From an optimization exercise on the open Yosys and OpenROAD flow, aimed at small area, a short achievable clock period and few clock cycles per item; shortcuts taken in it are not production practice.
In this exercise RTL edits were held to simulation tests only and were not proved equivalent to the original.

`flow/config.mk`:
```
export PLATFORM = sky130hd
export DESIGN_NAME = calcpos
export DESIGN_NICKNAME = calcpos
export VERILOG_FILES = /design/flow/design.v
export SDC_FILE = /design/flow/constraint.sdc
export NUM_CORES = 4
export LEC_CHECK = 0
export CAP_MARGIN = 20
export CORE_MARGIN = 2
export CORE_UTILIZATION = 40
export SLEW_MARGIN = 20
```
`flow/design.v`:
```
module calcpos (
    input             clk,
    input             reset,
    input             sample_valid,
    input             trig,
    input      [19:0] adc_a,
    input      [19:0] adc_b,
    input      [19:0] adc_c,
    input      [19:0] adc_d,
    input      [15:0] cha_gain,
    input      [15:0] chb_gain,
    input      [15:0] chc_gain,
    input      [15:0] chd_gain,
    input      [31:0] cha_offset,
    input      [31:0] chb_offset,
    input      [31:0] chc_offset,
    input      [31:0] chd_offset,
    input      [31:0] divide,
    input      [31:0] kx,
    input      [31:0] ky,
    input      [31:0] xpos_offset,
    input      [31:0] ypos_offset,
    output reg        data_rdy,
    output reg [31:0] trignum,
    output reg [31:0] cha_mag,
    output reg [31:0] chb_mag,
    output reg [31:0] chc_mag,
    output reg [31:0] chd_mag,
    output reg [31:0] sum,
    output reg [31:0] xpos,
    output reg [31:0] ypos
);
  wire signed [47:0] adca_raw_wgain = $signed({{12{adc_a[19]}}, adc_a}) * $signed(cha_gain);
  wire signed [47:0] adcb_raw_wgain = $signed({{12{adc_b[19]}}, adc_b}) * $signed(chb_gain);
  wire signed [47:0] adcc_raw_wgain = $signed({{12{adc_c[19]}}, adc_c}) * $signed(chc_gain);
  wire signed [47:0] adcd_raw_wgain = $signed({{12{adc_d[19]}}, adc_d}) * $signed(chd_gain);
  wire [31:0] adca_corr = adca_raw_wgain[46:15] - cha_offset;
  wire [31:0] adcb_corr = adcb_raw_wgain[46:15] - chb_offset;
  wire [31:0] adcc_corr = adcc_raw_wgain[46:15] - chc_offset;
  wire [31:0] adcd_corr = adcd_raw_wgain[46:15] - chd_offset;
  wire [39:0] adc_data0 = {{8{adca_corr[31]}}, adca_corr};
  wire [39:0] adc_data1 = {{8{adcb_corr[31]}}, adcb_corr};
  wire [39:0] adc_data2 = {{8{adcc_corr[31]}}, adcc_corr};
  wire [39:0] adc_data3 = {{8{adcd_corr[31]}}, adcd_corr};
  reg [39:0] adc_sum0, adc_sum1, adc_sum2, adc_sum3;
  reg [39:0] adc_lat0, adc_lat1, adc_lat2, adc_lat3;
  reg [31:0] trigcnt;
  wire start = sample_valid & trig;
  always @(posedge clk) begin
    if (reset) begin
      trigcnt  <= 32'd0;
      adc_sum0 <= 40'd0;
      adc_sum1 <= 40'd0;
      adc_sum2 <= 40'd0;
      adc_sum3 <= 40'd0;
      adc_lat0 <= 40'd0;
      adc_lat1 <= 40'd0;
      adc_lat2 <= 40'd0;
      adc_lat3 <= 40'd0;
    end else if (sample_valid) begin
      if (trig) begin
        trigcnt  <= trigcnt + 32'd1;
        adc_lat0 <= adc_sum0;
        adc_lat1 <= adc_sum1;
        adc_lat2 <= adc_sum2;
        adc_lat3 <= adc_sum3;
        adc_sum0 <= adc_data0;
        adc_sum1 <= adc_data1;
        adc_sum2 <= adc_data2;
        adc_sum3 <= adc_data3;
      end else begin
        adc_sum0 <= adc_sum0 + adc_data0;
        adc_sum1 <= adc_sum1 + adc_data1;
        adc_sum2 <= adc_sum2 + adc_data2;
        adc_sum3 <= adc_sum3 + adc_data3;
      end
    end
  end
  localparam S_IDLE = 3'd0;
  localparam S_MAG  = 3'd1;   
  localparam S_SUMS = 3'd2;   
  localparam S_POS  = 3'd3;   
  localparam S_MUL  = 3'd4;   
  reg [2:0]  state;
  reg [1:0]  ch;         
  reg        axis;       
  reg [5:0]  bitcnt;     
  reg [31:0] rem;
  reg [39:0] dsr;        
  reg [31:0] dvs;        
  reg        qneg;       
  wire [32:0] trial    = {rem, dsr[39]} - {1'b0, dvs};
  wire        trial_ok = ~trial[32];
  wire [31:0] rem_next = trial_ok ? trial[31:0] : {rem[30:0], dsr[39]};
  wire [39:0] dsr_next = {dsr[38:0], trial_ok};
  reg [31:0] mag0, mag1, mag2, mag3;
  reg [31:0] sum_r, xnum, ynum;
  reg [31:0] fract;
  reg [1:0]  sat;        
  reg [39:0] lat_sel;
  always @(*) begin
    case (ch)
      2'd0: lat_sel = adc_lat0;
      2'd1: lat_sel = adc_lat1;
      2'd2: lat_sel = adc_lat2;
      default: lat_sel = adc_lat3;
    endcase
  end
  wire [39:0] lat_abs = lat_sel[39] ? (40'd0 - lat_sel) : lat_sel;
  wire [39:0] q_signed = qneg ? (40'd0 - dsr_next) : dsr_next;
  wire [31:0] num     = axis ? ynum : xnum;
  wire [31:0] num_abs = num[31] ? (32'd0 - num) : num;
  wire [31:0] sum_abs = sum_r[31] ? (32'd0 - sum_r) : sum_r;
  wire        pos_neg = num[31] ^ sum_r[31];
  wire [31:0] kmul = axis ? ky : kx;
  wire [31:0] pofs = axis ? ypos_offset : xpos_offset;
  wire signed [63:0] prod = $signed(fract) * $signed(kmul);
  reg  [31:0] pos_val;
  always @(*) begin
    case (sat)
      2'b01:   pos_val = kmul;
      2'b11:   pos_val = 32'd0 - kmul;
      2'b10:   pos_val = 32'd0;
      default: pos_val = prod[62:31] + pofs;
    endcase
  end
  always @(posedge clk) begin
    if (reset) begin
      state    <= S_IDLE;
      data_rdy <= 1'b0;
      ch       <= 2'd0;
      axis     <= 1'b0;
      bitcnt   <= 6'd0;
    end else begin
      data_rdy <= 1'b0;
      case (state)
        S_IDLE: begin
          if (start) begin
            state <= S_MAG;
            ch    <= 2'd0;
          end
          bitcnt <= 6'd0;
        end
        S_MAG: begin
          if (bitcnt == 6'd0) begin
            rem    <= 32'd0;
            dsr    <= lat_abs;
            dvs    <= divide;
            qneg   <= lat_sel[39];
            bitcnt <= 6'd40;
          end else begin
            rem    <= rem_next;
            dsr    <= dsr_next;
            bitcnt <= bitcnt - 6'd1;
            if (bitcnt == 6'd1) begin
              case (ch)
                2'd0: mag0 <= q_signed[31:0];
                2'd1: mag1 <= q_signed[31:0];
                2'd2: mag2 <= q_signed[31:0];
                default: mag3 <= q_signed[31:0];
              endcase
              ch <= ch + 2'd1;
              if (ch == 2'd3) state <= S_SUMS;
            end
          end
        end
        S_SUMS: begin
          ynum  <= (mag0 + mag1) - (mag2 + mag3);
          xnum  <= (mag0 + mag3) - (mag1 + mag2);
          sum_r <= mag0 + mag1 + mag2 + mag3;
          axis  <= 1'b0;
          state <= S_POS;
        end
        S_POS: begin
          if (bitcnt == 6'd0) begin
            if (sum_r == 32'd0) begin
              sat   <= 2'b10;
              state <= S_MUL;
            end else if (num_abs >= sum_abs) begin
              sat   <= pos_neg ? 2'b11 : 2'b01;
              state <= S_MUL;
            end else begin
              sat    <= 2'b00;
              rem    <= num_abs;
              dsr    <= 40'd0;
              dvs    <= sum_abs;
              qneg   <= pos_neg;
              bitcnt <= 6'd31;
            end
          end else begin
            rem    <= rem_next;
            dsr    <= dsr_next;
            bitcnt <= bitcnt - 6'd1;
            if (bitcnt == 6'd1) begin
              fract <= q_signed[31:0];
              state <= S_MUL;
            end
          end
        end
        S_MUL: begin
          bitcnt <= 6'd0;
          if (axis == 1'b0) begin
            xpos  <= pos_val;
            axis  <= 1'b1;
            state <= S_POS;
          end else begin
            ypos     <= pos_val;
            cha_mag  <= mag0;
            chb_mag  <= mag1;
            chc_mag  <= mag2;
            chd_mag  <= mag3;
            sum      <= sum_r;
            trignum  <= trigcnt;
            data_rdy <= 1'b1;
            state    <= S_IDLE;
          end
        end
        default: state <= S_IDLE;
      endcase
    end
  end
endmodule
```
`flow/constraint.sdc`:
```
create_clock -name core_clock -period 15.0 [get_ports {clk}]
set_input_delay 3.0000 -clock core_clock [delete_from_list [all_inputs] [get_ports {clk}]]
set_output_delay 3.0000 -clock core_clock [all_outputs]
set_load 0.01 [all_outputs]
```
`flow/run.sh`:
```
#!/bin/bash
# synth_recipe.tcl (not shown) runs the flow's synth.tcl, then flattens the netlist and writes it again
# the make line also repeats each setting of config.mk as NAME=value (left out here)
make -C /OpenROAD-flow-scripts/flow DESIGN_CONFIG=/design/flow/config.mk WORK_HOME=/design/flow/orfs CLKGATE_MAP_FILE= SYNTH_SCRIPT=/design/flow/synth_recipe.tcl finish
```
==> results.txt <==
==> kinds of logic after synthesis <==
kind of cell	Yosys count	share of synthesized area, %
adder cells (fa/ha/maj)	3540	42.9
flip-flops	984	17.7
buffers and inverters	3649	9.37
AND/OR/NAND/NOR	4544	14.4
multiplexers	139	1.01
XOR/XNOR	707	4.26
AO/OA/AOI/OAI	2369	10.3
==> sequential cells by signal, indices dropped and copies added, names as in the netlist, 40 cells and up <==
register  cells
adc_sum3     40
adc_lat1     40
adc_sum0     40
dsr          40
adc_sum1     40
adc_lat3     40
adc_sum2     40
adc_lat2     40
adc_lat0     40
==> synth_stat cells (25+ instances only) <==
cell	n	area, sq um
clkbuf_1	564	2120
and3_1	68	425
o31ai_1	42	315
o21bai_1	79	593
a222oi_1	29	290
o21a_1	109	818
mux2_2	66	743
o22ai_1	43	269
o21ai_0	440	2200
or2_2	54	338
nor4_1	26	163
or3_1	52	325
nand2_1	2183	8190
inv_1	2994	11200
ha_1	1064	13300
nor3_1	179	896
nand4_1	48	300
nand2b_1	138	863
mux2i_1	73	731
a21o_1	281	2110
a21oi_1	788	3940
o211ai_1	37	278
o31a_1	25	219
a311oi_1	25	219
fa_1	2476	49600
nand3_1	104	521
a31oi_1	63	394
and2_1	700	4380
xor2_1	239	2090
dfxtp_1	365	7310
xnor2_1	464	4060
nor2b_1	241	1510
a211oi_1	127	953
buf_1	62	233
nor2_1	673	2530
edfxtp_1	619	18600
==> layout make-up <==
type,count,area share [%]
well taps,4816,3.67
multi-input cells,11299,65.2
clock buffers,135,1.76
clock inverters,68,0.547
diodes,20,0.0305
repair buffers,1101,6.16
inverters,2999,6.86
flip-flops and latches,984,15.8
==> metrics by stage <==
stage	setup TNS [ns]	util (%)	hold WS (ns)
2_1_floorplan	0	-	0.429
5_1_grt	0	45.0	0.457
6_report	0	45.0	0.420
3_5_place_dp	-0.0159	43.9	0.446
4_1_cts	0	45.0	0.425
3_3_place_gp	0	43.9	0.442
==> worst paths after layout <==
check                              endpoint
worst max-delay path               ypos[31]
worst min-delay path            chc_mag[31]
worst max register to register     ypos[31]
worst min register to register  chc_mag[31]
==> routing by layer <==
layer | up-vias | share of wire (%) | global-route usage, %
met5 | - | 0.025 | 0
met4 | 16 | 4.5 | 9.26
met3 | 609 | 6.8 | 3.32
met2 | 3466 | 46 | 38.8
met1 | 55872 | 43 | 32.3
li1 | 51383 | - | -
==> metrics.md <==
| Metric | Value |
|---|---|
| Dpl cell area | `160000 sq um` |
| Outcome | `timing/DRC/antenna clean` |
| Global placer's final weighted congestion | `0.930` |
| Post-Place Cells | `21197` |
| Pin count of the biggest net entering global routing | `172` |
| Synth async-reset ratio | `0%` |
| CP Max Fanout | `22` |
| Clock latency (worst-skew pair) | `a little under 0.8 ns` |
| Relative slew slack | `10.3%` |
| Routed len/inst | `approximately 21 um` |
| Max stage delay cell, worst path | `mux2_2` |
| DP Wirelength | `approximately 360000 um` |
| CP Capture Type | `flop` |
| Final Net Count | `20469` |
| RSZ-0062 raised after global routing | `no` |
| #FFs+latches synth | `984` |
| Setup WS pre-CTS | `-0.0159 ns` |
| Final setup margin | `0.818 ns` |
| DIE HEIGHT | `609 um` |
| Yosys warns | `1` |
| Clock transition at path regs | `0.06 ns` |
| DR iter-0 viols | `8809` |
| GRT Util Overall | `23.9%` |
| H-Tree Depth | `3` |
| Syn avg cell area | `9.19 sq um` |
| Worst path bufs/invs | `9` |
| Area of the multi-input gates | `107000 sq um` |
| P&R area growth vs syn | `12.1%` |
| # rows | `222` |
| Reg2Reg Depth | `42` |
| Hold path startpoint | `mag2[31]` |
| Core Region | `365000 sq um` |
| Routed Antenna Nets | `0` |
| Via count | `111346` |
| DRT Pass-1 Iters | `8` |
| Slew Limit Fails | `0` |
| Antenna violations before repair | `35` |
| Total stage count of the critical path | `46` |
| I/O pin cnt | `roughly 690` |
| Die area | `371000 sq um` |
| Die X | `609 um` |
| Proportion of layout cells with a drive suffix above 1 | `4.84%` |
| Final wirelength | `around 440000 um` |
| Final Non-Filler Cells | `21422` |
| Setup crit start | `ky[7]` |
| Setup Fix Bufs, Post-CTS | `0` |
| Clock Skews | `0.0736 ns` |
| FF/Latch Area | `approximately 26000 sq um` |
| WHS Path Cells | `0` |
| Max Clk Rate | `just over 70 MHz` |
| Critical path required time | `roughly 16 ns` |
| Longest Clk Path Bufs | `3` |
| Syn_nets | `19908` |
| Initial Util | `40.1%` |
| Grt ovf | `0` |
| Most common cell after layout, fill and taps aside | `inv_1` |
| Reg2Reg Setup Slack | `about 2.3 ns` |
| Drt via density | `5.20` |
| Hold Crit Class | `flop to flop` |
| Transition time of the tightest slew-check pin | `1.34 ns` |
| Commonest cells after routing, fill and taps aside | `inv_1, fa_1, nand2_1` |
| Final Critical Period | `14.18 ns` |
| Critical path's largest stage delay | `between 0.6 and 0.7 ns` |
| CTS sink count | `984` |
| Worst path top cell family by delay | `adder cells` |
| MaxCap Viol Count | `0` |
| Worst Path Arrival | `14.71 ns` |
| CTS Root Buffer Type | `clkbuf_16` |
| Post-CTS sizing | `0` |
| CTS Buf Count | `about 110` |
| Reg-to-Reg Start | `axis` |
| Final setup vio count | `0` |
| Netlist cell types | `105` |
| Seq/Total Area, Yosys | `17.7%` |
| Vias in the first global route | `114240` |
| WS Path Type | `primary input to flop` |
| Mapped Cells | `15932` |
| Synth Cell Area | `roughly 150000 sq um` |
| Period Utilization, post-route | `around 95%` |
| Post-CTS Hold Fix Bufs | `0` |
| Fill count | `35575` |
| CTS tree | `yes` |
| Final Hold Fails | `0` |
| Cell area after layout | `approximately 160000 sq um` |
| CP Launch Type | `primary input` |
| Most frequent CP cell | `fa_1` |
| Post-synth top flop | `edfxtp_1` |
| Number of synthesized flops with an enable pin | `619` |
| Number of port buffers | `692` |
| First-pass GRT wire length | `685000 um` |
| # DRC | `0` |
Testbench counts, summed over its fixed seeds: cycles 89,122, items 384.

-- afterwards: timing with drivers on the ports --
The results above use ideal ports. As a check the final layout listed here was re-extracted and re-timed, cells and wires unchanged.
Step 1, drivers: a clkbuf_16 drives clk and a buf_2 each remaining input, both assumed.
Step 2, shift: input delay + t, output delay - t, t = (earliest + latest rising clock arrival at the registers) / 2. This alone moves slack from input paths to output paths.
a / b / c = ideal ports / drivers / drivers and shift; a / b = the first two.
t, ns: 0.822
slack for setup (ns): 0.818 / 0.851 / 0.030
worst register clock-pin slew, ns: 0.07 / 0.07
After both steps setup and hold are still met in this run. The setup slack of this run moves by +0.033 ns with the drivers and by -0.788 ns with both steps.
